Background: an optimization exercise with open tools, aiming at small area. Do not read the settings as production practice.
Only simulation tests tie the RTL to the original design; equivalence was not proved.
The clock port is modelled as an ideal driver; clocking choices that lean on that would not hold on a real chip.

==> flow/design.v, too long to show whole: its modules and the start of the top module <==
// module quant_mac_top: 35 lines
// module mac_ve5_1intmode: 1326 lines
// module c_a21o: 5 lines
// module c_a21oi: 5 lines
// module c_a222oi: 5 lines
// module c_a22oi: 5 lines
// module c_and2: 5 lines
// module c_andn: 5 lines
// module c_fa: 6 lines
// module c_ha: 6 lines
// module c_inv: 5 lines
// module c_mux2: 5 lines
// module c_mux2i: 5 lines
// module c_nand2: 5 lines
// module c_nor2: 5 lines
// module c_o21ai: 5 lines
// module c_or2: 5 lines
// module c_orn: 5 lines
// module c_xnor2: 5 lines
// module c_xor2: 5 lines
module quant_mac_top (
    input  wire         clk,
    input  wire         mode,
    input  wire [15:0]  value,
    input  wire [15:0]  weight,
    input  wire [27:0]  ints,
    input  wire [17:0]  fps,
    output reg  [27:0]  intr,
    output reg  [17:0]  fpr
);
  // ...
==> flow/flow/run.sh <==
#!/bin/bash
# Standard ORFS layout with area-oriented settings:
#  - placement not timing-driven (no speculative resizer buffering)
#  - before placement, synthesis buffers removed and combinational cells set
#    to their smallest size (flow/pre_gpl.tcl); the resizer upsizes where
#    timing needs it
#  - port buffers use the smallest buffer (buf_1) instead of the resizer's pick
#  - CTS with clkbuf_8 and no dummy loads; afterwards the clock of the fpr
#    registers is delayed by a buffer chain (flow/post_cts.tcl), skew for the
#    internal register-to-register paths; timing is repaired after global
#    routing
# make's full output goes to flow.log in this folder; ORFS keeps per-step logs
# under orfs/logs/.
set -euo pipefail
HERE=$(pwd)
export SKEW_CELLS="sky130_fd_sc_hd__clkdlybuf4s50_1 sky130_fd_sc_hd__clkbuf_4"
bash standard.sh \
  PRE_GLOBAL_PLACE_TCL="$HERE/flow/pre_gpl.tcl" \
  POST_CTS_TCL="$HERE/flow/post_cts.tcl" \
  SKIP_CTS_REPAIR_TIMING=1 \
  GPL_TIMING_DRIVEN=0 \
  BUFFER_PORTS_ARGS="-buffer_cell sky130_fd_sc_hd__buf_1" \
  CTS_ARGS="-sink_clustering_enable -repair_clock_nets -dont_use_dummy_load -buf_list sky130_fd_sc_hd__clkbuf_8 -sink_clustering_size 20" \
  finish > flow.log 2>&1
==> flow/flow/post_cts.tcl <==
# After CTS: delay the clock of the fpr output registers, which end the
# longest register-to-register paths (operand registers -> fp16 result).
# Each clock net that reaches fpr registers gets a short chain of clock
# buffers in front of those registers only.  This is skew for the internal
# paths: it leaves less time, not more, on the paths from these registers
# to the output ports.
set cells $::env(SKEW_CELLS)
set groups [dict create]
foreach inst [get_cells *] {
  set name [get_property $inst full_name]
  if {![string match "fpr*" $name]} { continue }
  set pin [get_pins -of_objects $inst -filter "direction == input"]
  set clk ""
  foreach p $pin {
    if {[get_property $p lib_pin_name] == "CLK"} { set clk $p }
  }
  if {$clk == ""} { continue }
  set net [get_nets -of_objects $clk]
  dict lappend groups [get_property $net full_name] $clk
}
set i 0
dict for {netname pins} $groups {
  set net $netname
  set k 0
  foreach cell $cells {
    set nn "skewnet_${i}_$k"
    insert_buffer -buffer_cell $cell -net [get_nets $net] -load_pins $pins -buffer_name "skewbuf_${i}_$k" -net_name $nn
    set net $nn
    incr k
  }
  puts "post_cts.tcl: group $i on $netname: [llength $pins] registers"
  incr i
}
global_connect
detailed_placement
estimate_parasitics -placement
report_clock_skew
==> flow/flow/pre_gpl.tcl <==
# Before global placement: remove the buffers synthesis left (the standard
# flow does this only in timing-driven placement mode), then set every combinational cell to its smallest
# drive strength (synthesis maps the one-gate modules in isolation and
# often picks larger sizes); the resizer upsizes where timing needs it.
remove_buffers
set n 0
foreach inst [get_cells *] {
  set ref [get_property $inst ref_name]
  if {[regexp {^(sky130_fd_sc_hd__[a-z0-9]+)_([0-9]+)$} $ref -> base size]} {
    if {$size <= 1} { continue }
    if {[regexp {dfxtp|dfrtp|clkbuf|clkinv|conb|tap|fill|decap|dlygate|clkdly} $base]} { continue }
    set target "${base}_1"
    if {[llength [get_lib_cells -quiet */$target]] == 0} { continue }
    replace_cell [get_property $inst full_name] $target
    incr n
  }
}
puts "pre_gpl.tcl: downsized $n cells"
==> flow/standard.sh <==
#!/bin/bash
# synth_recipe.tcl (not shown) runs the flow's synth.tcl, then flattens the netlist and writes it again
# the make line also repeats each setting of config.mk as NAME=value (left out here)
make -C /OpenROAD-flow-scripts/flow DESIGN_CONFIG=/design/flow/config.mk WORK_HOME=/design/flow/orfs CLKGATE_MAP_FILE= SYNTH_SCRIPT=/design/flow/synth_recipe.tcl "${@:-finish}"
==> flow/config.mk <==
export PLATFORM = sky130hd
export DESIGN_NAME = quant_mac_top
export DESIGN_NICKNAME = quant_mac_top
export VERILOG_FILES = /design/flow/design.v
export SDC_FILE = /design/flow/constraint.sdc
export NUM_CORES = 4
export LEC_CHECK = 0
export CAP_MARGIN = 20
export CORE_MARGIN = 2
export CORE_UTILIZATION = 60
export PLACE_DENSITY = 0.75
export SLEW_MARGIN = 20
export SYNTH_HIERARCHICAL = 1
export SYNTH_MINIMUM_KEEP_SIZE = 0
==> flow/constraint.sdc <==
create_clock -name core_clock -period 11.5 [get_ports {clk}]
set_input_delay 2.3000 -clock core_clock [delete_from_list [all_inputs] [get_ports {clk}]]
set_output_delay 2.3000 -clock core_clock [all_outputs]
set_load 0.01 [all_outputs]
==> notes.md, run 1 <==
Yosys
In this run the mean area of a mapped cell was 10.30 µm². The share of the synthesized netlist area taken by xor and xnor gates is 10.26%. Summed over all instances, the cell type with the most area after synthesis is sky130_fd_sc_hd__dfxtp_1. When the netlist entered floorplanning its net count stood at 1,184.

Worst hold path
The cell depth of the worst min-delay path is 2. The worst hold path begins at fps_q[13]$_DFF_P_. For hold timing, the worst endpoint is fpr[13]$_DFF_P_.

Cells and area
In the final layout, flip-flops and latches occupy 2526 µm². The final instance count without filler cells is 1,311.

Timing
The worst max-slew margin expressed relative to the limit is 34.36%. For the pin with the worst max-slew slack, the measured transition is 0.9810 ns. The number of hold violations in the final report is 0. In the post-route analysis, the smallest setup slack over all paths is 0.9469 ns.

Floorplanning
The floorplan step defined a core boundary enclosing 16,410 µm². For this floorplan the total number of well-tap instances is 220.

Detailed routing
The highest metal layer carrying signal wires in the routed design is met4.

Worst setup path
STA classifies the critical path startpoint as a register. The maximum fanout count along the critical path is 26. The slowest stage of the critical path belongs to the cell sky130_fd_sc_hd__a221o_2.

Placement
During placement, the flow inserted port buffers numbering 125. Summing all placed instances gives a cell area of 10,280 µm².

Global routing
The initial antenna violation count is 0.

Status
The run finished with no timing, DRC or antenna violations.
==> run 2: changes to the inputs <==
--- a/flow/config.mk
+++ b/flow/config.mk
@@ -7,8 +7,7 @@
 export LEC_CHECK = 0
 export CAP_MARGIN = 20
 export CORE_MARGIN = 2
-export CORE_UTILIZATION = 60
-export PLACE_DENSITY = 0.75
+export CORE_UTILIZATION = 40
 export SLEW_MARGIN = 20
 export SYNTH_HIERARCHICAL = 1
 export SYNTH_MINIMUM_KEEP_SIZE = 0
==> notes.md, run 2 <==
Status
The flow ran to the end and the layout has no timing, DRC or antenna violations.

Timing
The worst max-slew margin expressed relative to the limit was 36.24% (+1.9 points). Subtracting the final worst setup slack from the clock period gives 10.52 ns. The final critical path takes up 91.49% of the cycle. Setup violations remaining at the end of the flow were counted as 0. Setup repair after global routing left no endpoint under its margin. The final setup slack of the worst path is 0.9781 ns (+0.03126 ns). The highest achievable clock rate is 95.04 MHz. The slew at the pin closest to its max-slew limit is 0.9529 ns (-0.02804 ns). The count of pins over their slew limit is 0. The number of hold violations in the final report is 0 (unchanged). Across the routed clock network, the largest skew measured is 0.6420 ns.

The worst hold slack across all endpoints is 0.1184 ns.

Placement
The count of buffers inserted at the top-level ports was 125 (unchanged). The half-perimeter wire length of the detailed placement result is 16.87 mm. The routability congestion estimate from global placement is 0.8486. The pre-CTS setup slack is -1.169 ns.

Detailed routing
The number of routed nets with antenna violations is 0. Summing over every cut layer, the via total after detailed routing is 7,297. The average detailed-routed wire length per instance is 15.64 µm. The first TritonRoute pass finished after 8 iterations. In the routed design, unresolved DRC markers number 0.

The number of design-rule violations left by the first detailed-router iteration is 469. The via density per instance is 5.172. The routed design has 22.06 mm of wire.

Worst setup path
In this design, the critical path's most frequently occurring cell is sky130_fd_sc_hd__o21ai_1. The startpoint identified for the worst register-to-register timing path is weight_q[7]$_DFF_P_. The worst register-to-register path has a depth of 41. At the worst endpoint, the arrival time is 11.51 ns. Among cell families on the critical path, the largest total delay comes from compound AO/OA/AOI/OAI gates.

The terminus of the critical flop-to-flop path is fpr[17]$_DFF_P_. The maximum fanout count along the critical path was 21 (-19%). The worst setup path is launched from a register. Setup slack on the worst reg-to-reg path comes out at 0.98 ns. The critical path contains buffers and inverters numbering 4 combined.

The slowest cell on the critical path is sky130_fd_sc_hd__a221o_2. STA puts the critical path data required time at 12.49 ns. On the worst path, the slowest cell contributes a delay of 0.61 ns. The type of the worst setup path is reg -> reg. The worst setup path is captured at a register.

Yosys
The dominant cell by count in the synthesized netlist is sky130_fd_sc_hd__nand2_1. The total of flip-flops plus latches after synthesis is 125. The share of synthesized area occupied by flip-flops and latches is 25.06%. The post-synthesis cell count is 970.

Counting instances in the post-synthesis netlist gives the leading cell types as sky130_fd_sc_hd__nand2_1, sky130_fd_sc_hd__dfxtp_1, sky130_fd_sc_hd__fa_1, sky130_fd_sc_hd__xor2_1, sky130_fd_sc_hd__mux2i_1. The post-synthesis instance area is 9987 µm². The cell taking the most area after synthesis is sky130_fd_sc_hd__dfxtp_1.

The warning count from the yosys run is 8. The synthesized area per cell is 10.30 µm² (unchanged). Counting distinct cell types in the post-synthesis netlist gives 62.

For this run, asynchronously set or reset flops after synthesis account for 0%. The predominant post-synthesis flop cell is sky130_fd_sc_hd__dfxtp_1. In this run the biggest area consumer among cell types represents 25.06% of the synthesized area. In this run, synthesis inferred 0 flip-flops with an integrated enable. After synthesis, the cell types taking the most area are sky130_fd_sc_hd__dfxtp_1, sky130_fd_sc_hd__fa_1, sky130_fd_sc_hd__xor2_1, sky130_fd_sc_hd__mux2i_1, sky130_fd_sc_hd__nand2_1. The synthesized netlist net count came to 1,184 (unchanged).

Cells and area
The largest registers in the layout are intr (28), ints_q (28). The share of final-layout standard cells stronger than drive strength 1 is 4.692%. The final net count is 1,303. From synthesis to final layout, the design area changed by 8.031%.

The most frequent standard cell in the layout excluding fill and tap cells is sky130_fd_sc_hd__nand2_1. The core occupancy in the finished layout is 44.23%. Leaving out fill and tap cells, the most frequent cells in the layout are sky130_fd_sc_hd__nand2_1, sky130_fd_sc_hd__buf_1, sky130_fd_sc_hd__fa_1. The count of antenna diodes in the layout is 0.

Worst hold path
The startpoint identified for the worst hold timing path is fps_q[13]$_DFF_P_. The cell depth of the worst min-delay path is 2 (unchanged). The kind of path behind the tightest hold check is reg -> reg. The worst hold endpoint is fpr[13]$_DFF_P_.

Clock network
TritonCTS built the clock tree. The clock sink total is 125. Clock-pin slew was measured on the worst setup and hold paths at 0.10 ns. The clock latency of the later-clocked register in the worst-skew pair is 1.05 ns.

Global routing
The initial antenna violation count was 0 (unchanged). For this run the aggregate overflow at the end of global routing stands at 0. The global router's overall resource usage is 17.91%. The pin count of the biggest net entering global routing is 27. The wire length of the first global-routing pass is 37.03 mm. The number of global-route vias before repair is 7,528.

Floorplanning
Measured along the y axis, the die boundary spans 162.0 µm. The die width is 162.0 µm. The starting density of the core is 40.95%. The floorplan has 57 rows.

The die covers 26,250 µm². The number of I/O pins is 126. The area of the core is 24,390 µm² (+49%).

Job
The max capacitance violation total is 0.
run 2: cell type report, without the clock buffers:
type	instances	area [µm²]
Sequential cell	125	2514
Tap cell	324	405.4
Fill cell	2429	13600
Inverter	31	116.4
Multi-Input combinational cell	779	6953
Timing Repair Buffer	129	514.2
run 2: how the worst max path moves through the flow:
stage	from	end	slack, ns	depth (start not counted)
after floorplan	value_q[12]$_DFF_P_	fpr[17]$_DFF_P_	0.57	38
after global placement	weight_q[7]$_DFF_P_	fpr[17]$_DFF_P_	-1.15	41
after detailed placement	weight_q[7]$_DFF_P_	fpr[17]$_DFF_P_	-1.17	41
after global routing	weight_q[0]$_DFF_P_	fpr[17]$_DFF_P_	0.01	43
final	weight_q[7]$_DFF_P_	fpr[17]$_DFF_P_	0.98	41
run 2: modules after synthesis (local to each module, per instance), a selection:
module	copies in the design	cells inside	area (µm²)
c_nor2	22	1	3.754
c_xor2	71	1	8.758
c_a21o	22	1	7.507
c_or2	24	1	6.256
c_fa	124	1	20.02
c_a222oi	16	1	10.01
quant_mac_top	1	125	2502
c_a22oi	29	1	12.51
c_and2	20	1	6.256
c_xnor2	31	1	8.758
run 2: metal layers:
metal / wire length, µm / up-vias / share of wire (%) / GRT usage (%)
met5: 0 / - / 0 / 0
met4: 403 / 0 / 1.8 / 5.913
met3: 1081 / 33 / 4.9 / 3.575
met2: 10570 / 209 / 48 / 29.15
met1: 10010 / 3552 / 45 / 23.98
li1: - / 3503 / - / -
run 2: worst min-delay path, cell delays in order (launching register included):
cell,delay (ns)
sky130_fd_sc_hd__dfxtp_1,0.40
sky130_fd_sc_hd__ha_1,0.18
sky130_fd_sc_hd__xnor2_1,0.08
run 2: metrics by stage:
step | cell area (µm²) | setup TNS, ns | std cells
after detailed placement | 10410 | -16.61 | 1388
after global routing | 10790 | 0 | 1411
after floorplan | 9987 | 0 | 970
after global placement | 10330 | -16.44 | 1384
final | 10790 | 0 | 1411
run 2: cells by family after synthesis:
| group | synth area share [%] |
|---|---|
| xor gates and xnor gates | 10.26 |
| muxes | 7.329 |
| AOI/OAI and AO/OA | 12.43 |
| DFF | 25.06 |
| buffers and inverters | 3.433 |
| and+or+nand+nor | 15.38 |
| adders and majority gates | 26.11 |
==> run 3: changes to the inputs <==
--- a/flow/flow/run.sh
+++ b/flow/flow/run.sh
@@ -8,7 +8,7 @@
 #  - CTS with clkbuf_8 and no dummy loads; afterwards the clock of the fpr
 #    registers is delayed by a buffer chain (flow/post_cts.tcl), skew for the
 #    internal register-to-register paths; timing is repaired after global
-#    routing
+#    routing, followed by power recovery (downsizing where slack allows)
 # make's full output goes to flow.log in this folder; ORFS keeps per-step logs
 # under orfs/logs/.
 set -euo pipefail
@@ -18,6 +18,7 @@
   PRE_GLOBAL_PLACE_TCL="$HERE/flow/pre_gpl.tcl" \
   POST_CTS_TCL="$HERE/flow/post_cts.tcl" \
   SKIP_CTS_REPAIR_TIMING=1 \
+  RECOVER_POWER=100 \
   GPL_TIMING_DRIVEN=0 \
   BUFFER_PORTS_ARGS="-buffer_cell sky130_fd_sc_hd__buf_1" \
   CTS_ARGS="-sink_clustering_enable -repair_clock_nets -dont_use_dummy_load -buf_list sky130_fd_sc_hd__clkbuf_8 -sink_clustering_size 20" \
==> notes.md, run 3 <==
Cells and area
The count of antenna diodes in the layout is 0 (unchanged). The final instance count without filler cells came to 1,411 (unchanged). In the final layout, the registers with the most flip-flops are intr (28), ints_q (28). The final net count is 1,303 (unchanged).

The share of final-layout standard cells stronger than drive strength 1 is 4.692% (unchanged). The layout-stage area growth over the synthesis result is 8.031% (unchanged). In the layout the commonest cells are sky130_fd_sc_hd__nand2_1, sky130_fd_sc_hd__buf_1, sky130_fd_sc_hd__fa_1. Leaving out fill and tap cells, the most frequent cell in the layout is sky130_fd_sc_hd__nand2_1.

Worst setup path
The slowest cell on the critical path is sky130_fd_sc_hd__a221o_2. The maximum fanout count along the critical path is 21 (unchanged). The critical path starts at weight_q[7]$_DFF_P_. The worst reg2reg path depth is 41 (unchanged). The startpoint identified for the worst register-to-register timing path is weight_q[7]$_DFF_P_.

STA classifies the critical path endpoint as a register. The worst path required time is 12.49 ns (about the same). Among the stages of the critical path, the cell type that occurs most often is sky130_fd_sc_hd__o21ai_1. The biggest cell delay along the critical path came to 0.61 ns (about the same). In this run the critical register-to-register path is captured at fpr[17]$_DFF_P_. The data arrival time of the worst path is 11.51 ns (about the same).

The capture point of the critical path is fpr[17]$_DFF_P_. The kind of launch point of the worst setup path is a register. The critical path is of the reg -> reg type.

Yosys
The number of enable flip-flop cells after synthesis is 0 (unchanged). The async set-reset flop share out of synthesis is 0% (unchanged). Summed over all instances, the cell type with the most area after synthesis is sky130_fd_sc_hd__dfxtp_1. In the synthesized netlist the dominant register cell turns out to be sky130_fd_sc_hd__dfxtp_1.

The warning count from the yosys run was 8 (unchanged). The synthesized netlist net count is 1,184 (unchanged). The commonest cells after synthesis are sky130_fd_sc_hd__nand2_1, sky130_fd_sc_hd__dfxtp_1, sky130_fd_sc_hd__fa_1, sky130_fd_sc_hd__xor2_1, sky130_fd_sc_hd__mux2i_1. The post-synthesis cell count is 970 (unchanged). The proportion of netlist area held by the largest area contributor came to 25.06% (unchanged).

The share of synthesized area occupied by flip-flops and latches is 25.06% (unchanged). sky130_fd_sc_hd__nand2_1 is the most common cell in the netlist. Yosys attributes the largest share of cell area to sky130_fd_sc_hd__dfxtp_1, sky130_fd_sc_hd__fa_1, sky130_fd_sc_hd__xor2_1, sky130_fd_sc_hd__mux2i_1, sky130_fd_sc_hd__nand2_1. The total of flip-flops plus latches after synthesis is 125 (unchanged). The synthesized area per cell is 10.30 µm² (unchanged). The post-synthesis instance area is 9987 µm² (unchanged). The number of distinct library cells after synthesis is 62 (unchanged).

Detailed routing
The number of vias in the routed layout came to 7,297 (unchanged). The wire length after detailed routing is 22.06 mm (unchanged). The detailed-routing iteration count for the pre-antenna-repair pass is 8 (unchanged). Routed signal wires occupy layers up through met4.

The final routed DRC violation total is 0 (unchanged). The wire length on met1 was 10.01 mm (unchanged). The via density per instance is 5.172 (unchanged). The number of routed nets with antenna violations came to 0 (unchanged). The length of routed met3 wiring came to 1.081 mm (unchanged). The number of design-rule violations left by the first detailed-router iteration is 469 (unchanged). The average detailed-routed wire length per instance is 15.64 µm (unchanged). The total met2 wirelength after detailed routing is 10.57 mm (unchanged).

Global routing
The pin count of the biggest net entering global routing is 27 (unchanged). The global router's overall resource usage is 17.91% (unchanged). The total global routing overflow was 0 (unchanged).

The initial antenna violation count is 0 (unchanged). The wire length of the first global-routing pass was 37.03 mm (unchanged). The number of global-route vias before repair is 7,528 (unchanged).

Timing
Setup repair after global routing left no endpoint under its margin. The final count of negative-setup-slack endpoints was 0 (unchanged). The number of hold violations in the final report was 0 (unchanged). The worst max-slew margin expressed relative to the limit came to 36.24% (unchanged). The final cycle utilization of the critical path came to 91.49% (unchanged). The clock period minus final worst setup slack is 10.52 ns (unchanged). The count of pins over their slew limit is 0 (unchanged). The highest achievable clock rate was 95.04 MHz (unchanged). The slew at the pin closest to its max-slew limit is 0.9529 ns (unchanged). The setup skew after layout is 0.6420 ns (unchanged).

Worst hold path
The kind of path behind the tightest hold check is reg -> reg.

Floorplanning
The area of the core is 24,390 µm² (unchanged). The die width is 162.0 µm (unchanged). The number of cell rows was 57 (unchanged). The overall die area is 26,250 µm² (unchanged).

The height of the chip came to 162.0 µm (unchanged). The starting density of the core came to 40.95% (unchanged). The number of I/O pins is 126 (unchanged).

Placement
The routability congestion estimate from global placement is 0.8486 (unchanged). The total placed cells including tap cells is 1,388 (unchanged). The count of buffers inserted at the top-level ports is 125 (unchanged). The half-perimeter wire length of the detailed placement result is 16.87 mm (unchanged).

Clock network
The clock sink total is 125 (unchanged). The clock-pin slew reported for the worst setup and hold paths after clock tree synthesis is 0.10 ns (about the same). The TritonCTS clock tree is built. The clock latency of the later-clocked register in the worst-skew pair is 1.05 ns (about the same).

Job
The max capacitance violation total came to 0 (unchanged).

Status
The run finished with no timing, DRC or antenna violations.
==> run 3: cell counts in the layout (fill, tap and decap cells not counted) <==
Identical to the previous run, type by type.
==> run 3: logic make-up (layout without fill, tap and decap cells) <==
kind of cell	count (synthesis)	after routing	share of synthesized area (%)
DFF	125	125	25.06
and+or+nand+nor	314	314	15.38
xor gates and xnor gates	117	117	10.26
AOI/OAI and AO/OA	143	143	12.43
buffers and inverters	66	183	3.433
muxes	71	71	7.329
adders and majority gates	134	134	26.11
==> run 3: per-stage QoR <==
step / setup slack [ns] / util [%] / hold slack (ns) / setup TNS (ns) / area [µm²]
3_3_place_gp: -1.147 / 42.37 / 0.4274 / -16.44 / 10330
3_5_place_dp: -1.169 / 42.67 / 0.4242 / -16.61 / 10410
2_1_floorplan: 0.5693 / - / 0.4095 / 0 / 9987
5_1_grt: 0.01004 / 44.23 / 0.1201 / 0 / 10790
6_report: 0.9781 / 44.23 / 0.1184 / 0 / 10790
==> run 3: layout make-up, without the clock buffers <==
class                   instances  area [µm²]
fillers                      2429       13600
multi-input cells             779        6953
flip-flops and latches        125        2514
repair buffers                129       514.2
well taps                     324       405.4
inverters                      31       116.4
==> run 3: worst max-delay path, delay by kind of cell, from the launching register on <==
family / cells / cell delay [ns]
adders and majority gates: 5 / 2.33
muxes: 2 / 0.40
and+or+nand+nor: 4 / 1.17
DFF: 1 / 0.60
buffers and inverters: 4 / 0.67
AOI/OAI and AO/OA: 22 / 4.95
xor gates and xnor gates: 4 / 0.97
==> run 3: worst min-delay path by stage <==
stage,slack (ns),end,start,cells after the start
after global routing,0.12,fpr[13]$_DFF_P_,fps_q[13]$_DFF_P_,2
after floorplan,0.41,intr[27]$_DFF_P_,ints_q[27]$_DFF_P_,1
after global placement,0.43,intr[27]$_DFF_P_,ints_q[27]$_DFF_P_,1
final,0.12,fpr[13]$_DFF_P_,fps_q[13]$_DFF_P_,2
after detailed placement,0.42,intr[27]$_DFF_P_,ints_q[27]$_DFF_P_,1
==> run 3: layer usage <==
layer	track usage [%]	vias to the layer above
met3	3.575	33
met1	23.98	3552
met4	5.913	0
met2	29.15	209
li1	-	3503
met5	0	-
==> run 3: Yosys stat by module (local to each module, per instance), a selection <==
module,times used,cell area (µm²),cells inside
quant_mac_top,1,2502,125
c_a21oi,14,8.758,1
c_a21o,22,7.507,1
c_mux2,3,15.01,1
c_xnor2,31,8.758,1
c_nand2,138,3.754,1
c_o21ai,15,5.005,1
c_orn,4,6.256,1
mac_ve5_1intmode,1,1490,226
c_or2,24,6.256,1
c_and2,20,6.256,1
==> run 4: changes to the inputs <==
==> flow/flow/run.sh (replaced) <==
#!/bin/bash
# Standard ORFS layout with area-oriented settings:
#  - before placement, combinational cells are set to their smallest size
#    (flow/pre_gpl.tcl); the resizer upsizes where timing needs it
#  - port buffers use the smallest buffer (buf_1) instead of the resizer's pick
#  - CTS with clkbuf_8 and no dummy loads
# make's full output goes to flow.log in this folder; ORFS keeps per-step logs
# under orfs/logs/.
set -euo pipefail
HERE=$(pwd)
bash standard.sh \
  PRE_GLOBAL_PLACE_TCL="$HERE/flow/pre_gpl.tcl" \
  BUFFER_PORTS_ARGS="-buffer_cell sky130_fd_sc_hd__buf_1" \
  CTS_ARGS="-sink_clustering_enable -repair_clock_nets -dont_use_dummy_load -buf_list sky130_fd_sc_hd__clkbuf_8 -sink_clustering_size 20" \
  finish > flow.log 2>&1
--- a/flow/flow/pre_gpl.tcl
+++ b/flow/flow/pre_gpl.tcl
@@ -1,8 +1,6 @@
-# Before global placement: remove the buffers synthesis left (the standard
-# flow does this only in timing-driven placement mode), then set every combinational cell to its smallest
+# Before global placement: set every combinational cell to its smallest
 # drive strength (synthesis maps the one-gate modules in isolation and
 # often picks larger sizes); the resizer upsizes where timing needs it.
-remove_buffers
 set n 0
 foreach inst [get_cells *] {
   set ref [get_property $inst ref_name]
removed: flow/flow/post_cts.tcl
==> notes.md, run 4 <==
Cells and area
The library cell used most frequently in the layout, excluding fill and tap cells, is sky130_fd_sc_hd__nand2_1. In the layout the commonest cells are sky130_fd_sc_hd__nand2_1, sky130_fd_sc_hd__buf_1, sky130_fd_sc_hd__fa_1. The fill cell total of the finished layout is 2,426 (-0.12%). The final design instance area without fill is 10,920 µm² (+1.2%).

The layout-stage area growth over the synthesis result is 9.296%. The share of final-layout standard cells stronger than drive strength 1 is 6.244% (+1.6 points). The area used by multi-input combinational logic is 6965 µm² (+0.18%). The final net count is 1,321 (+1.4%). The count of antenna diodes in the layout was 0 (unchanged).

The largest registers in the layout are intr (28), ints_q (28). The register cell area after layout is 2515 µm² (about the same).

Floorplanning
The overall die area is 26,250 µm² (unchanged). The height of the chip is 162.0 µm (unchanged). The number of cell rows came to 57 (unchanged).

The area of the core is 24,390 µm² (unchanged). The number of I/O pins is 126 (unchanged). The die width is 162.0 µm (unchanged). The starting density of the core is 40.95% (unchanged).

Placement
The count of buffers inserted at the top-level ports is 125 (unchanged). The cell area after placement came to 10,540 µm² (+1.3%). The pre-CTS setup slack is 0.3855 ns (+1.554 ns). The routability congestion estimate from global placement was 0.9123 (+7.5%).

The half-perimeter wire length of the detailed placement result is 17.79 mm (+5.5%).

Clock network
The number of buffers added to fix hold violations after cts is 0. Buffers inserted during clock tree synthesis total 17. In this run the number of H-tree levels came out at 4. The clock latency of the later-clocked register in the worst-skew pair is 0.43 ns (-0.62 ns).

The root buffer cell is sky130_fd_sc_hd__clkbuf_8. The largest buffer count on any clock path is 2. The clock sink total is 125 (unchanged). The TritonCTS clock tree is built. The clock-pin slew reported for the worst setup and hold paths after clock tree synthesis was 0.07 ns (-0.03 ns).

Detailed routing
The wire length after detailed routing is 22.85 mm (+3.6%). The final routed DRC violation total is 0 (unchanged). The number of design-rule violations left by the first detailed-router iteration came to 568 (+21%). The number of routed nets with antenna violations was 0 (unchanged).

The via density per instance is 5.186 (+0.28%). The average detailed-routed wire length per instance is 15.99 µm (+2.3%). The number of vias in the routed layout is 7,411 (+1.6%). The detailed-routing iteration count for the pre-antenna-repair pass is 6 (-2).

Worst setup path
The startpoint identified for the worst register-to-register timing path is mode_q$_DFF_P_. The data arrival time of the worst path came to 10.96 ns (-0.55 ns).

The worst path required time was 11.82 ns (-0.67 ns). The maximum fanout count along the critical path is 14 (-33%). The kind of launch point of the worst setup path is a register. In this run the critical register-to-register path is captured at fpr[11]$_DFF_P_. The critical path endpoint category is a register. The biggest cell delay along the critical path is 0.52 ns (-0.09 ns). The worst reg2reg path depth is 43 (+4.9%). The largest individual stage delay along the critical path comes from the cell sky130_fd_sc_hd__fa_1. The critical path is of the reg -> reg type.

Yosys
The synthesized netlist net count is 1,184 (unchanged). The async set-reset flop share out of synthesis is 0% (unchanged). The total of flip-flops plus latches after synthesis is 125 (unchanged). The cell taking the most area after synthesis is sky130_fd_sc_hd__dfxtp_1.

The number of distinct library cells after synthesis is 62 (unchanged). The share of synthesized area occupied by flip-flops and latches is 25.06% (unchanged). The post-synthesis cell count is 970 (unchanged). The post-synthesis instance area is 9987 µm² (unchanged). The warning count from the yosys run is 8 (unchanged). The number of enable flip-flop cells after synthesis is 0 (unchanged). The proportion of netlist area held by the largest area contributor is 25.06% (unchanged). Sorting the synthesized cells by area gives the leading types as sky130_fd_sc_hd__dfxtp_1, sky130_fd_sc_hd__fa_1, sky130_fd_sc_hd__xor2_1, sky130_fd_sc_hd__mux2i_1, sky130_fd_sc_hd__nand2_1. In the synthesized netlist, the cells that appear most often are sky130_fd_sc_hd__nand2_1, sky130_fd_sc_hd__dfxtp_1, sky130_fd_sc_hd__fa_1, sky130_fd_sc_hd__xor2_1, sky130_fd_sc_hd__mux2i_1.

The predominant post-synthesis flop cell is sky130_fd_sc_hd__dfxtp_1. The synthesized area per cell is 10.30 µm² (unchanged). The dominant cell by count in the synthesized netlist is sky130_fd_sc_hd__nand2_1.

Timing
The worst hold slack across all endpoints was 0.4457 ns (+0.3273 ns). The highest achievable clock rate is 93.96 MHz (-1.1%). The setup skew after layout came to 0.02321 ns (-0.6188 ns). The number of hold violations in the final report is 0 (unchanged). The count of pins over their slew limit is 0 (unchanged).

The aggregate negative setup slack was 0 ns (unchanged). The final count of negative-setup-slack endpoints is 0 (unchanged). The worst max-slew margin expressed relative to the limit was 32.52% (-3.7 points). The final cycle utilization of the critical path came to 92.54% (+1.0 points).

The final setup slack of the worst path is 0.8576 ns (-0.1205 ns). The clock period minus final worst setup slack was 10.64 ns (+0.1205 ns). The slew at the pin closest to its max-slew limit is 1.009 ns (+0.05558 ns). Setup repair after global routing left no endpoint under its margin.

Global routing
The initial antenna violation count is 0 (unchanged). The pin count of the biggest net entering global routing is 27 (unchanged). The total global routing overflow was 0 (unchanged). The number of global-route vias before repair is 7,656 (+1.7%). The global router's overall resource usage came to 18.34% (+0.44 points). The wire length of the first global-routing pass is 37.89 mm (+2.3%).

Status
The run finished with no timing, DRC or antenna violations.

Job
The max capacitance violation total is 0 (unchanged).

Worst hold path
The cell depth of the worst min-delay path came to 1 (-1). The kind of path behind the tightest hold check is reg -> reg. The worst hold endpoint is intr[27]$_DFF_P_. The worst hold path startpoint is ints_q[27]$_DFF_P_.
[run 4: changes by cell type in the layout (fill, tap and decap cells not counted), moves of 2 or more]
cell	before	now
sky130_fd_sc_hd__xnor2_1	36	39
sky130_fd_sc_hd__nor4_2	2	0
sky130_fd_sc_hd__clkdlybuf4s50_1	3	0
sky130_fd_sc_hd__buf_4	0	28
sky130_fd_sc_hd__nor4_4	0	2
sky130_fd_sc_hd__dfxtp_2	6	10
sky130_fd_sc_hd__xnor2_2	4	0
sky130_fd_sc_hd__dfxtp_1	118	115
sky130_fd_sc_hd__buf_6	4	0
sky130_fd_sc_hd__clkbuf_4	3	0
sky130_fd_sc_hd__nor2b_1	11	13
[run 4: worst max-delay path, delay by kind of cell (launching register included)]
family / cells / cell delay, ns
compound gates: 21 / 4.57
fa+ha+maj: 4 / 1.80
xor+xnor: 4 / 1.01
mux: 6 / 1.53
flops: 1 / 0.46
simple gates: 4 / 0.53
buf+inv: 4 / 0.62
[run 4: cell families (layout without fill, tap and decap cells)]
logic type               after synthesis  count (layout)  synth area share [%]
buffers and inverters                 66             201                 3.433
AO/OA/AOI/OAI                        143             143                 12.43
multiplexers                          71              71                 7.329
XOR/XNOR                             117             117                 10.26
adder cells (fa/ha/maj)              134             134                 26.11
flip-flops                           125             125                 25.06
AND/OR/NAND/NOR                      314             314                 15.38
[run 4: Yosys stat by module (local to each module, per instance), a selection]
module | cell area, µm² | copies in the design
quant_mac_top | 2502 | 1
mac_ve5_1intmode | 1490 | 1
c_fa | 20.02 | 124
c_mux2 | 15.01 | 3
c_andn | 13.76 | 10
c_a22oi | 12.51 | 29
c_ha | 12.51 | 8
c_mux2i | 10.01 | 47
c_xor2 | 8.758 | 71
c_xnor2 | 8.758 | 31
c_a21o | 7.507 | 22
c_and2 | 6.256 | 20
c_orn | 6.256 | 4
c_inv | 3.754 | 21
c_nor2 | 3.754 | 22
[run 4: layout make-up]
cell class                 count  area share [%]
timing repair buffer         153           6.224
inverter                      31           1.066
clock buffer                  17           2.144
multi-input combinational    779           63.81
tap                          324           3.714
sequential                   125           23.04
[run 4: worst max path at each step]
stage | to | cells after the start | startpoint | slack (ns)
final | fpr[11]$_DFF_P_ | 43 | mode_q$_DFF_P_ | 0.86
after global routing | fpr[11]$_DFF_P_ | 45 | mode_q$_DFF_P_ | 0.003
after CTS | fpr[9]$_DFF_P_ | 42 | mode_q$_DFF_P_ | 0.34
after detailed placement | fpr[9]$_DFF_P_ | 42 | mode_q$_DFF_P_ | 0.39
after global placement | fpr[8]$_DFF_P_ | 46 | value_q[3]$_DFF_P_ | 0.73
after floorplan | fpr[17]$_DFF_P_ | 38 | value_q[12]$_DFF_P_ | 0.57
[run 4: what timing repair did]
action / 4_1_cts / 5_1_grt
resized for setup: 0 / 27
setup endpoints to repair: 0 / 17
buffers inserted: 0 / 1
[run 4: per-layer routing]
layer  GRT usage [%]  part of all wire [%]  vias up
met1           24.62                    45     3579
met3           3.269                   5.9       37
met4           5.953                   2.1        0
met2           30.15                    47      270
met5               0                     0        -
li1                -                     -     3525
[run 4: through the flow]
step | instances | utilization, %
6_report | 1429 | 44.75
5_1_grt | 1429 | 44.75
4_1_cts | 1428 | 44.19
3_5_place_dp | 1411 | 43.23
3_3_place_gp | 1411 | 43.23
2_1_floorplan | 970 | -
==> run 5: changes to the inputs <==
--- a/flow/config.mk
+++ b/flow/config.mk
@@ -7,7 +7,8 @@
 export LEC_CHECK = 0
 export CAP_MARGIN = 20
 export CORE_MARGIN = 2
-export CORE_UTILIZATION = 40
+export CORE_UTILIZATION = 60
+export PLACE_DENSITY = 0.75
 export SLEW_MARGIN = 20
 export SYNTH_HIERARCHICAL = 1
 export SYNTH_MINIMUM_KEEP_SIZE = 0
==> notes.md, run 5 <==
Status
The run finished with no timing, DRC or antenna violations.

Timing
The worst hold slack across all endpoints came to 0.4272 ns (-0.01852 ns). The setup skew after layout was 0.02323 ns (+0.00001920 ns). The count of pins over their slew limit is 0 (unchanged). The final count of negative-setup-slack endpoints was 0 (unchanged). The clock period minus final worst setup slack was 10.64 ns (+0.002190 ns). The highest achievable clock rate is 93.94 MHz (about the same). The number of hold violations in the final report was 0 (unchanged). The slew at the pin closest to its max-slew limit was 1.089 ns (+0.08022 ns). The final cycle utilization of the critical path is 92.56% (about the same). The worst max-slew margin expressed relative to the limit is 27.06% (-5.5 points).

Detailed routing
The final routed DRC violation total came to 0 (unchanged). The wire length after detailed routing is 21.31 mm (-6.8%). The number of design-rule violations left by the first detailed-router iteration is 761 (+34%). The detailed-routing iteration count for the pre-antenna-repair pass came to 6 (unchanged).

The number of vias in the routed layout is 7,539 (+1.7%). The via density per instance came to 5.707 (+10%). The number of routed nets with antenna violations was 0 (unchanged). The average detailed-routed wire length per instance is 16.13 µm (+0.87%).

Yosys
The share of synthesized area occupied by flip-flops and latches is 25.06% (unchanged). Of all cell types, the one taking the most synthesized area is sky130_fd_sc_hd__dfxtp_1. Ranked by total cell area, the synthesized netlist is headed by sky130_fd_sc_hd__dfxtp_1, sky130_fd_sc_hd__fa_1, sky130_fd_sc_hd__xor2_1, sky130_fd_sc_hd__mux2i_1, sky130_fd_sc_hd__nand2_1. The synthesized area per cell was 10.30 µm² (unchanged). The synthesized netlist net count is 1,184 (unchanged). The async set-reset flop share out of synthesis is 0% (unchanged). The post-synthesis cell count is 970 (unchanged). The warning count from the yosys run is 8 (unchanged). After synthesis, the most frequently instantiated cells are sky130_fd_sc_hd__nand2_1, sky130_fd_sc_hd__dfxtp_1, sky130_fd_sc_hd__fa_1, sky130_fd_sc_hd__xor2_1, sky130_fd_sc_hd__mux2i_1.

The post-synthesis instance area is 9987 µm² (unchanged). The total of flip-flops plus latches after synthesis is 125 (unchanged). The predominant post-synthesis flop cell is sky130_fd_sc_hd__dfxtp_1. The number of enable flip-flop cells after synthesis came to 0 (unchanged). The number of distinct library cells after synthesis is 62 (unchanged). The dominant cell by count in the synthesized netlist is sky130_fd_sc_hd__nand2_1. The proportion of netlist area held by the largest area contributor is 25.06% (unchanged).

Cells and area
The core occupancy in the finished layout is 65.36% (+21 points). The count of antenna diodes in the layout is 0 (unchanged). The register cell area after layout is 2524 µm² (+0.35%).

Leaving out fill and tap cells, the most frequent cells in the layout are sky130_fd_sc_hd__nand2_1, sky130_fd_sc_hd__buf_1, sky130_fd_sc_hd__fa_1. The final net count is 1,317 (-0.30%). The largest registers in the layout are intr (28), ints_q (28). The library cell used most frequently in the layout, excluding fill and tap cells, is sky130_fd_sc_hd__nand2_1.

The fill cell total of the finished layout came to 1,393 (-43%). The area used by multi-input combinational logic is 6922 µm² (-0.63%). The share of final-layout standard cells stronger than drive strength 1 is 6.267% (+0.023 points). The area growth from synthesis to layout is 7.379%.

Placement
The routability congestion estimate from global placement is 0.9162 (+0.43%). The count of buffers inserted at the top-level ports was 125 (unchanged). The half-perimeter wire length of the detailed placement result came to 16.54 mm (-7.0%).

Worst setup path
The worst register-to-register path ends at fpr[9]$_DFF_P_. The critical path endpoint category is a register. The slowest cell on the critical path is sky130_fd_sc_hd__fa_1. The biggest cell delay along the critical path is 0.55 ns (+0.03 ns). The data arrival time of the worst path is 10.98 ns (+0.02 ns). The cell with the most instances on the worst path is sky130_fd_sc_hd__o21ai_1.

The worst reg2reg path depth is 43 (unchanged). The type of the worst setup path is reg -> reg. The worst path required time was 11.83 ns (about the same).

The kind of launch point of the worst setup path is a register. The maximum fanout count along the critical path is 12 (-2). The launch instance of the worst register-to-register path is mode_q$_DFF_P_.

Worst hold path
The kind of path behind the tightest hold check is reg -> reg. The cell depth of the worst min-delay path came to 1 (unchanged). The path with the worst hold slack has its endpoint at intr[27]$_DFF_P_. The worst hold path begins at ints_q[27]$_DFF_P_.

Clock network
The clock sink total is 125 (unchanged). The TritonCTS clock tree is built. The maximum level of the CTS H-tree is 4 (unchanged). The largest buffer count on any clock path is 2 (unchanged).

The number of buffers created by CTS is 17 (unchanged). The clock latency of the later-clocked register in the worst-skew pair came to 0.45 ns (+0.02 ns). In this run the clock root is driven by a sky130_fd_sc_hd__clkbuf_8. The clock-pin slew reported for the worst setup and hold paths after clock tree synthesis was 0.08 ns (about the same). The number of buffers added to fix hold violations after cts came to 0 (unchanged).

Global routing
The global router's overall resource usage is 25.53% (+7.2 points). The number of global-route vias before repair was 7,600 (-0.73%). The initial antenna violation count is 0 (unchanged).

The pin count of the biggest net entering global routing came to 27 (unchanged). The total global routing overflow came to 0 (unchanged). The wire length of the first global-routing pass is 35.73 mm (-5.7%).

Floorplanning
The number of I/O pins is 126 (unchanged). The number of cell rows is 47 (-18%). The die width was 133.0 µm (-18%). The starting density of the core is 60.87% (+20 points). The height of the chip is 133.0 µm (-18%). The overall die area was 17,690 µm² (-33%). The area of the core is 16,410 µm² (-33%).

Job
The max capacitance violation total is 0 (unchanged).
-- run 5: cell counts after synthesis --
No cell type changed its count.
-- run 5: worst max path at each step --
stage,end,start,cells after the start,slack (ns)
global placement,fpr[9]$_DFF_P_,weight_q[7]$_DFF_P_,43,0.78
floorplan,fpr[17]$_DFF_P_,value_q[12]$_DFF_P_,38,0.57
finish,fpr[9]$_DFF_P_,mode_q$_DFF_P_,43,0.86
global route,fpr[17]$_DFF_P_,mode_q$_DFF_P_,45,-0.05
CTS,fpr[9]$_DFF_P_,weight_q[7]$_DFF_P_,43,0.36
detailed placement,fpr[9]$_DFF_P_,weight_q[7]$_DFF_P_,43,0.37
-- run 5: metal layers --
layer,GRT usage (%),routed length [µm],vias up
li1,-,-,3548
met1,32.65,8693,3600
met2,42.60,10280,349
met3,6.207,1808,42
met4,8.781,526,0
met5,0,0,-
-- run 5: critical path: cells and delay by family, from the launching register on --
kind / cells / cell delay [ns]
simple gates: 3 / 0.93
xor+xnor: 4 / 0.81
mux: 4 / 0.77
compound gates: 22 / 4.47
buf+inv: 5 / 0.86
fa+ha+maj: 5 / 2.34
flops: 1 / 0.35
-- run 5: cells by family after synthesis --
| group | after synthesis | synth area share, % |
|---|---|---|
| compound gates | 143 | 12.43 |
| xor+xnor | 117 | 10.26 |
| fa+ha+maj | 134 | 26.11 |
| buf+inv | 66 | 3.433 |
| flops | 125 | 25.06 |
| mux | 71 | 7.329 |
| simple gates | 314 | 15.38 |
-- run 5: layout make-up --
class,count,area share [%]
clock buffer,17,2.182
tap,220,2.567
timing repair buffer,149,6.090
multi-input combinational,779,64.54
sequential,125,23.53
inverter,31,1.085
-- run 5: timing repair --
| action | in CTS | in global routing |
|---|---|---|
| setup endpoints to repair | 0 | 17 |
| gates resized for setup | 0 | 30 |
| buffers inserted | 0 | 5 |
-- run 5: Yosys stat by module, one instance, submodules excluded, a selection --
module            area (µm²)  flops+latches  copies in the design  cells
c_a22oi                12.51              0                    29      1
c_orn                  6.256              0                     4      1
c_or2                  6.256              0                    24      1
c_xor2                 8.758              0                    71      1
c_nor2                 3.754              0                    22      1
c_a21o                 7.507              0                    22      1
c_mux2                 15.01              0                     3      1
c_a21oi                8.758              0                    14      1
c_fa                   20.02              0                   124      1
c_mux2i                10.01              0                    47      1
c_o21ai                5.005              0                    15      1
c_inv                  3.754              0                    21      1
c_a222oi               10.01              0                    16      1
mac_ve5_1intmode        1490              0                     1    226
c_ha                   12.51              0                     8      1
-- run 5: stage by stage --
step / area (µm²) / std cells / TNS, ns / worst slack [ns]
after floorplan: 9987 / 970 / 0 / 0.5693
final: 10720 / 1321 / 0 / 0.8554
after global routing: 10720 / 1321 / -0.09294 / -0.04510
after global placement: 10360 / 1299 / 0 / 0.7765
after detailed placement: 10360 / 1299 / 0 / 0.3750
after CTS: 10600 / 1316 / 0 / 0.3622
==> run 6: changes to the inputs <==
--- a/flow/config.mk
+++ b/flow/config.mk
@@ -7,8 +7,8 @@
 export LEC_CHECK = 0
 export CAP_MARGIN = 20
 export CORE_MARGIN = 2
-export CORE_UTILIZATION = 60
-export PLACE_DENSITY = 0.75
+export CORE_UTILIZATION = 75
+export PLACE_DENSITY = 0.85
 export SLEW_MARGIN = 20
 export SYNTH_HIERARCHICAL = 1
 export SYNTH_MINIMUM_KEEP_SIZE = 0
==> notes.md, run 6 <==
Yosys
By instance count, the leading cell after synthesis is sky130_fd_sc_hd__nand2_1. The synthesized area per cell is 10.30 µm² (unchanged). The warning count from the yosys run was 8 (unchanged). The number of enable flip-flop cells after synthesis is 0 (unchanged).

Of all cell types, the one taking the most synthesized area is sky130_fd_sc_hd__dfxtp_1. The async set-reset flop share out of synthesis is 0% (unchanged). The post-synthesis instance area came to 9987 µm² (unchanged). The proportion of netlist area held by the largest area contributor is 25.06% (unchanged). The share of synthesized area occupied by flip-flops and latches is 25.06% (unchanged).

The total of flip-flops plus latches after synthesis was 125 (unchanged). The post-synthesis cell count is 970 (unchanged). Yosys attributes the largest share of cell area to sky130_fd_sc_hd__dfxtp_1, sky130_fd_sc_hd__fa_1, sky130_fd_sc_hd__xor2_1, sky130_fd_sc_hd__mux2i_1, sky130_fd_sc_hd__nand2_1.

By count the netlist is led by sky130_fd_sc_hd__nand2_1, sky130_fd_sc_hd__dfxtp_1, sky130_fd_sc_hd__fa_1, sky130_fd_sc_hd__xor2_1, sky130_fd_sc_hd__mux2i_1. The synthesized netlist net count was 1,184 (unchanged). The number of distinct library cells after synthesis was 62 (unchanged).

The predominant post-synthesis flop cell is sky130_fd_sc_hd__dfxtp_1.

Clock network
The largest buffer count on any clock path was 2 (unchanged). The clock latency of the later-clocked register in the worst-skew pair is 0.44 ns (about the same). The maximum level of the CTS H-tree is 4 (unchanged). The clock sink total is 125 (unchanged). The number of buffers created by CTS was 17 (unchanged). The clock-pin slew reported for the worst setup and hold paths after clock tree synthesis is 0.08 ns (about the same).

The root buffer cell is sky130_fd_sc_hd__clkbuf_8. TritonCTS built the clock tree. The post-CTS setup buffer count came to 0 (unchanged).

Timing
The slew at the pin closest to its max-slew limit is 1.085 ns (-0.003733 ns). The final count of negative-setup-slack endpoints is 0 (unchanged). The clock period minus final worst setup slack is 10.86 ns (+0.2204 ns). The setup skew after layout came to 0.02634 ns (+0.003113 ns). The worst max-slew margin expressed relative to the limit is 27.42% (+0.36 points). The count of pins over their slew limit is 0 (unchanged). The number of hold violations in the final report is 0 (unchanged). The final cycle utilization of the critical path is 94.48% (+1.9 points).

The highest achievable clock rate is 92.04 MHz (-2.0%).

Detailed routing
The final routed DRC violation total came to 0 (unchanged). The wire length after detailed routing is 23.23 mm (+9.0%). The via density per instance is 6.215 (+8.9%). The number of vias in the routed layout is 7,887 (+4.6%). The number of routed nets with antenna violations was 0 (unchanged). The number of design-rule violations left by the first detailed-router iteration is 830 (+9.1%).

The detailed-routing iteration count for the pre-antenna-repair pass is 9 (+3). The average detailed-routed wire length per instance was 18.30 µm (+13%).

Placement
The cell area after placement was 10,280 µm² (-0.75%). The half-perimeter wire length of the detailed placement result was 17.42 mm (+5.3%). The count of buffers inserted at the top-level ports was 125 (unchanged). The routability congestion estimate from global placement is 0.9449 (+3.1%). The total placed cells including tap cells was 1,252 (-3.6%).

Floorplanning
The die width came to 119.4 µm (-10%). The number of cell rows is 42 (-11%). The area of the core is 13,140 µm² (-20%). The height of the chip was 119.4 µm (-10%). The number of I/O pins is 126 (unchanged). The starting density of the core is 76.02% (+15 points). The overall die area is 14,260 µm² (-19%).

Global routing
The wire length of the first global-routing pass is 38.11 mm (+6.7%). The global router's overall resource usage is 34.15% (+8.6 points). The pin count of the biggest net entering global routing was 27 (unchanged). The total global routing overflow is 0 (unchanged). The initial antenna violation count came to 0 (unchanged). The number of global-route vias before repair is 8,160 (+7.4%).

Worst setup path
The cell with the most instances on the worst path is sky130_fd_sc_hd__o21ai_1. The data arrival time of the worst path came to 11.19 ns (+0.21 ns). The biggest cell delay along the critical path was 0.88 ns (+0.33 ns).

The maximum fanout count along the critical path is 13 (+1). The worst setup path is of the reg -> reg kind. The worst path required time is 11.82 ns (about the same). The critical path endpoint category is a register. The slowest cell on the critical path is sky130_fd_sc_hd__xor2_1. The kind of launch point of the worst setup path is a register.

Cells and area
The most frequent standard cell in the layout excluding fill and tap cells is sky130_fd_sc_hd__nand2_1. In the final layout, the registers with the most flip-flops are intr (28), ints_q (28). The final instance count without filler cells is 1,269 (-3.9%). The share of final-layout standard cells stronger than drive strength 1 was 5.581% (-0.69 points). The layout-stage area growth over the synthesis result is 6.101%. Leaving out fill and tap cells, the most frequent cells in the layout are sky130_fd_sc_hd__nand2_1, sky130_fd_sc_hd__buf_1, sky130_fd_sc_hd__fa_1. The final net count is 1,309 (-0.61%).

The fill cell total of the finished layout is 865 (-38%). The final design instance area without fill is 10,600 µm² (-1.2%). The count of antenna diodes in the layout is 0 (unchanged).

Status
The run finished with no timing, DRC or antenna violations.

Job
The max capacitance violation total came to 0 (unchanged).

Worst hold path
The kind of path behind the tightest hold check is reg -> reg.
==> run 6: changes by cell type in the layout (fill, tap and decap cells not counted), moves of 2 or more <==
cell | previous run | this run
sky130_fd_sc_hd__dfxtp_2 | 11 | 16
sky130_fd_sc_hd__dfxtp_1 | 112 | 109
sky130_fd_sc_hd__dfxtp_4 | 2 | 0
sky130_fd_sc_hd__xor2_1 | 73 | 75
sky130_fd_sc_hd__xor2_2 | 3 | 1
sky130_fd_sc_hd__buf_4 | 23 | 16
==> run 6: cell families after synthesis <==
group / share of synthesized area, %
adders and majority gates: 26.11
buffers and inverters: 3.433
AOI/OAI and AO/OA: 12.43
and+or+nand+nor: 15.38
DFF: 25.06
xor gates and xnor gates: 10.26
muxes: 7.329
==> run 6: timing repair <==
action,CTS,global route
gates resized for setup,0,27
setup endpoints to repair,0,17
hold buffers,0,0
==> run 6: worst max-delay path: cells and delay by family, from the launching register on <==
family	cells	cell delay (ns)
AND/OR/NAND/NOR	2	0.49
flip-flops	1	0.54
buffers and inverters	2	0.36
multiplexers	4	0.71
adder cells (fa/ha/maj)	3	1.48
XOR/XNOR	4	1.51
AO/OA/AOI/OAI	26	5.62
==> run 6: worst paths after layout <==
path	from	to	slack, ns	cells after the start
setup / recovery	weight_q[2]$_DFF_P_	fpr[9]$_DFF_P_	0.64	41
hold / removal	ints_q[17]$_DFF_P_	intr[17]$_DFF_P_	0.45	1
setup reg to reg	weight_q[2]$_DFF_P_	fpr[9]$_DFF_P_	0.64	41
hold reg to reg	ints_q[17]$_DFF_P_	intr[17]$_DFF_P_	0.45	1
==> run 6: area by class of cell <==
| type | instances | area [µm²] | share of cell area (%) |
|---|---|---|---|
| timing repair buffer | 141 | 589.3 | 5.561 |
| sequential | 125 | 2522 | 23.80 |
| multi-input combinational | 779 | 6914 | 65.25 |
| clock buffer | 17 | 234.0 | 2.208 |
| inverter | 31 | 116.4 | 1.098 |
| tap | 176 | 220.2 | 2.078 |
==> run 6: layer usage <==
| metal | global-route usage (%) | part of all wire, % | vias up |
|---|---|---|---|
| li1 | - | - | 3528 |
| met1 | 41.51 | 38 | 3796 |
| met2 | 56.14 | 48 | 465 |
| met3 | 9.004 | 9.7 | 98 |
| met4 | 17.79 | 4.2 | 0 |
| met5 | 0 | 0 | - |
==> run 6: metrics by stage <==
| step | hold WS (ns) | utilization, % | worst slack (ns) | setup TNS [ns] |
|---|---|---|---|---|
| after floorplan | 0.4095 | - | 0.5693 | 0 |
| after global placement | 0.4110 | 78.28 | 0.6880 | 0 |
| after detailed placement | 0.4430 | 78.28 | 0.2533 | 0 |
| after CTS | 0.4619 | 80.06 | 0.1847 | 0 |
| after global routing | 0.4838 | 80.66 | -0.1340 | -0.3054 |
| final | 0.4539 | 80.66 | 0.6351 | 0 |
==> run 6: per-module statistics from Yosys (local to each module, per instance), excerpt <==
module	area [µm²]	copies in the design	flops+latches	cells
c_nand2	3.754	138	0	1
c_inv	3.754	21	0	1
c_mux2i	10.01	47	0	1
mac_ve5_1intmode	1490	1	0	226
c_mux2	15.01	3	0	1
c_a222oi	10.01	16	0	1
c_orn	6.256	4	0	1
c_xnor2	8.758	31	0	1
==> run 7: changes to the inputs <==
--- a/flow/flow/run.sh
+++ b/flow/flow/run.sh
@@ -11,5 +11,5 @@
 bash standard.sh \
   PRE_GLOBAL_PLACE_TCL="$HERE/flow/pre_gpl.tcl" \
   BUFFER_PORTS_ARGS="-buffer_cell sky130_fd_sc_hd__buf_1" \
-  CTS_ARGS="-sink_clustering_enable -repair_clock_nets -dont_use_dummy_load -buf_list sky130_fd_sc_hd__clkbuf_8 -sink_clustering_size 20" \
+  CTS_ARGS="-sink_clustering_enable -repair_clock_nets -dont_use_dummy_load -buf_list sky130_fd_sc_hd__clkbuf_8 -sink_clustering_size 30 -sink_clustering_max_diameter 100" \
   finish > flow.log 2>&1
==> notes.md, run 7 <==
Worst setup path
The worst path required time is 11.82 ns (about the same). STA classifies the critical path startpoint as a register. The biggest cell delay along the critical path came to 0.88 ns (about the same). The data arrival time of the worst path was 11.19 ns (about the same). The critical path endpoint category is a register. The maximum fanout count along the critical path was 13 (unchanged). The cell with the most instances on the worst path is sky130_fd_sc_hd__o21ai_1. On the critical path, the stage with the largest delay is an instance of sky130_fd_sc_hd__xor2_1. The type of the worst setup path is reg -> reg.

Detailed routing
The number of vias in the routed layout is 7,887 (unchanged). The final routed DRC violation total is 0 (unchanged). The average detailed-routed wire length per instance was 18.30 µm (unchanged). The via density per instance is 6.215 (unchanged). The number of design-rule violations left by the first detailed-router iteration was 830 (unchanged). The detailed-routing iteration count for the pre-antenna-repair pass was 9 (unchanged). The number of routed nets with antenna violations is 0 (unchanged). The wire length after detailed routing was 23.23 mm (unchanged).

Clock network
The largest buffer count on any clock path was 2 (unchanged). The maximum level of the CTS H-tree is 4 (unchanged). The number of buffers created by CTS is 17 (unchanged). The clock-pin slew reported for the worst setup and hold paths after clock tree synthesis is 0.08 ns (about the same). The root buffer cell is sky130_fd_sc_hd__clkbuf_8. The post-CTS setup buffer count was 0 (unchanged). TritonCTS built the clock tree. The clock sink total is 125 (unchanged). The clock latency of the later-clocked register in the worst-skew pair is 0.44 ns (about the same).

Floorplanning
The overall die area is 14,260 µm² (unchanged). The starting density of the core came to 76.02% (unchanged). The number of I/O pins was 126 (unchanged).

The area of the core is 13,140 µm² (unchanged). The number of cell rows came to 42 (unchanged). The die width is 119.4 µm (unchanged). The height of the chip was 119.4 µm (unchanged).

Cells and area
Leaving out fill and tap cells, the most frequent cells in the layout are sky130_fd_sc_hd__nand2_1, sky130_fd_sc_hd__buf_1, sky130_fd_sc_hd__fa_1. The share of final-layout standard cells stronger than drive strength 1 came to 5.581% (unchanged). The library cell used most frequently in the layout, excluding fill and tap cells, is sky130_fd_sc_hd__nand2_1. The final net count is 1,309 (unchanged). The count of antenna diodes in the layout is 0 (unchanged).

The layout-stage area growth over the synthesis result is 6.101% (unchanged). In the final layout, the registers with the most flip-flops are intr (28), ints_q (28).

Worst hold path
The kind of path behind the tightest hold check is reg -> reg.

Yosys
The post-synthesis instance area is 9987 µm² (unchanged). The post-synthesis cell count is 970 (unchanged). The proportion of netlist area held by the largest area contributor came to 25.06% (unchanged). The async set-reset flop share out of synthesis came to 0% (unchanged). Counting instances in the post-synthesis netlist gives the leading cell types as sky130_fd_sc_hd__nand2_1, sky130_fd_sc_hd__dfxtp_1, sky130_fd_sc_hd__fa_1, sky130_fd_sc_hd__xor2_1, sky130_fd_sc_hd__mux2i_1. By area the synthesized netlist is led by sky130_fd_sc_hd__dfxtp_1, sky130_fd_sc_hd__fa_1, sky130_fd_sc_hd__xor2_1, sky130_fd_sc_hd__mux2i_1, sky130_fd_sc_hd__nand2_1. The synthesized area per cell is 10.30 µm² (unchanged).

The predominant post-synthesis flop cell is sky130_fd_sc_hd__dfxtp_1. By instance count, the leading cell after synthesis is sky130_fd_sc_hd__nand2_1. The number of distinct library cells after synthesis is 62 (unchanged). The share of synthesized area occupied by flip-flops and latches is 25.06% (unchanged). The warning count from the yosys run was 8 (unchanged).

The total of flip-flops plus latches after synthesis came to 125 (unchanged). The number of enable flip-flop cells after synthesis is 0 (unchanged). The largest total area in the synthesized netlist belongs to sky130_fd_sc_hd__dfxtp_1. The synthesized netlist net count is 1,184 (unchanged).

Timing
The worst max-slew margin expressed relative to the limit is 27.42% (unchanged). The aggregate negative setup slack is 0 ns (unchanged). The worst hold slack across all endpoints is 0.4539 ns (unchanged). The clock period minus final worst setup slack was 10.86 ns (unchanged). The highest achievable clock rate came to 92.04 MHz (unchanged). The number of hold violations in the final report is 0 (unchanged). The setup skew after layout is 0.02634 ns (unchanged). The slew at the pin closest to its max-slew limit is 1.085 ns (unchanged). The final count of negative-setup-slack endpoints is 0 (unchanged). The final cycle utilization of the critical path is 94.48% (unchanged). The count of pins over their slew limit is 0 (unchanged).

Placement
The count of buffers inserted at the top-level ports was 125 (unchanged). The half-perimeter wire length of the detailed placement result was 17.42 mm (unchanged). The routability congestion estimate from global placement is 0.9449 (unchanged).

Job
The max capacitance violation total came to 0 (unchanged).

Status
The run finished with no timing, DRC or antenna violations.

Global routing
The total global routing overflow is 0 (unchanged). The initial antenna violation count is 0 (unchanged). The wire length of the first global-routing pass was 38.11 mm (unchanged). The number of global-route vias before repair was 8,160 (unchanged). The pin count of the biggest net entering global routing is 27 (unchanged). The global router's overall resource usage came to 34.15% (unchanged).
-- run 7: layer usage --
layer	GRT usage [%]	wire length [µm]
met1	41.51	8740
met2	56.14	11260
met3	9.004	2247
met4	17.79	978
met5	0	0
-- run 7: what timing repair did --
item                       4_1_cts  5_1_grt
gates resized for setup          0       27
hold buffers                     0        0
setup endpoints to repair        0       17
hold endpoints to repair         0        0
-- run 7: critical path: cells and delay by family (launching register included) --
| family | cells | cell delay [ns] |
|---|---|---|
| AOI/OAI and AO/OA | 26 | 5.62 |
| xor gates and xnor gates | 4 | 1.51 |
| adders and majority gates | 3 | 1.48 |
| buffers and inverters | 2 | 0.36 |
| DFF | 1 | 0.54 |
| muxes | 4 | 0.71 |
| and+or+nand+nor | 2 | 0.49 |
-- run 7: modules after synthesis (local to each module, per instance), excerpt --
| module | cell area (µm²) | flip-flops and latches | copies in the design | cells |
|---|---|---|---|---|
| c_mux2 | 15.01 | 0 | 3 | 1 |
| c_a22oi | 12.51 | 0 | 29 | 1 |
| c_a222oi | 10.01 | 0 | 16 | 1 |
| c_a21oi | 8.758 | 0 | 14 | 1 |
| c_xor2 | 8.758 | 0 | 71 | 1 |
| c_a21o | 7.507 | 0 | 22 | 1 |
| c_orn | 6.256 | 0 | 4 | 1 |
| c_nor2 | 3.754 | 0 | 22 | 1 |
| c_inv | 3.754 | 0 | 21 | 1 |
-- run 7: per-stage QoR --
step                setup slack, ns  util [%]  cell area [µm²]  cells
floorplan                    0.5693         -             9987    970
global placement             0.6880     78.28            10280   1252
detailed placement           0.2533     78.28            10280   1252
CTS                          0.1847     80.06            10520   1269
global route                -0.1340     80.66            10600   1269
finish                       0.6351     80.66            10600   1269
-- run 7: cells by family (layout without fill, tap and decap cells) --
| group | after synthesis | count (layout) | synth area share, % |
|---|---|---|---|
| AND/OR/NAND/NOR | 314 | 314 | 15.38 |
| AO/OA/AOI/OAI | 143 | 143 | 12.43 |
| adder cells (fa/ha/maj) | 134 | 134 | 26.11 |
| flip-flops | 125 | 125 | 25.06 |
| XOR/XNOR | 117 | 117 | 10.26 |
| multiplexers | 71 | 71 | 7.329 |
| buffers and inverters | 66 | 189 | 3.433 |
-- run 7: cell type report --
type	count	area, µm²
clock buffer	17	234.0
fill	865	2541
sequential	125	2522
inverter	31	116.4
tap	176	220.2
multi-input combinational	779	6914
timing repair buffer	141	589.3
-- run 7: worst paths after layout --
| kind | start | end | slack, ns | cells after the start |
|---|---|---|---|---|
| setup / recovery | weight_q[2]$_DFF_P_ | fpr[9]$_DFF_P_ | 0.64 | 41 |
| hold / removal | ints_q[17]$_DFF_P_ | intr[17]$_DFF_P_ | 0.45 | 1 |
| setup reg to reg | weight_q[2]$_DFF_P_ | fpr[9]$_DFF_P_ | 0.64 | 41 |
| hold reg to reg | ints_q[17]$_DFF_P_ | intr[17]$_DFF_P_ | 0.45 | 1 |

## separate check: timing with driven ports
In the flow no input, the clock included, has a driving cell. The finished layouts below were timed again as built, in two steps.
Step 1 (the two cells are an assumption about what drives the block):
set clk [get_ports {clk}]
set_driving_cell -lib_cell sky130_fd_sc_hd__clkbuf_16 $clk
set_driving_cell -lib_cell sky130_fd_sc_hd__buf_2 [delete_from_list [all_inputs] $clk]
Step 2, shift: input delay + t, output delay - t, t = (earliest + latest rising clock arrival at the registers) / 2. This alone moves slack from input paths to output paths.
Three values: ideal, step 1, step 2; two values: the first two.
| run | t, ns | setup slack, ns | clock arrival spread, ns | slew at the worst register clock pin (ns) | pins driven straight from the clock port |
|---|---|---|---|---|---|
| run 1 | 0.773 | 0.947 / 0.947 / 0.947 | 0.631 / 0.631 | 0.08 / 0.08 | 1 |
| run 2 | 0.772 | 0.978 / 0.978 / 0.978 | 0.642 / 0.642 | 0.10 / 0.10 | 1 |
| run 3 | 0.772 | 0.978 / 0.978 / 0.978 | 0.642 / 0.642 | 0.10 / 0.10 | 1 |
| run 4 | 0.466 | 0.858 / 0.858 / 0.858 | 0.023 / 0.023 | 0.07 / 0.07 | 1 |
| run 5 | 0.479 | 0.855 / 0.855 / 0.855 | 0.028 / 0.029 | 0.08 / 0.08 | 1 |
| run 6 | 0.462 | 0.635 / 0.635 / 0.635 | 0.027 / 0.027 | 0.08 / 0.08 | 1 |
| run 7 | 0.462 | 0.635 / 0.635 / 0.635 | 0.027 / 0.027 | 0.08 / 0.08 | 1 |
In run 1, run 2 and run 3 the clock reaches the registers at very different times; t lies between them, and the last value is a rough guide only.
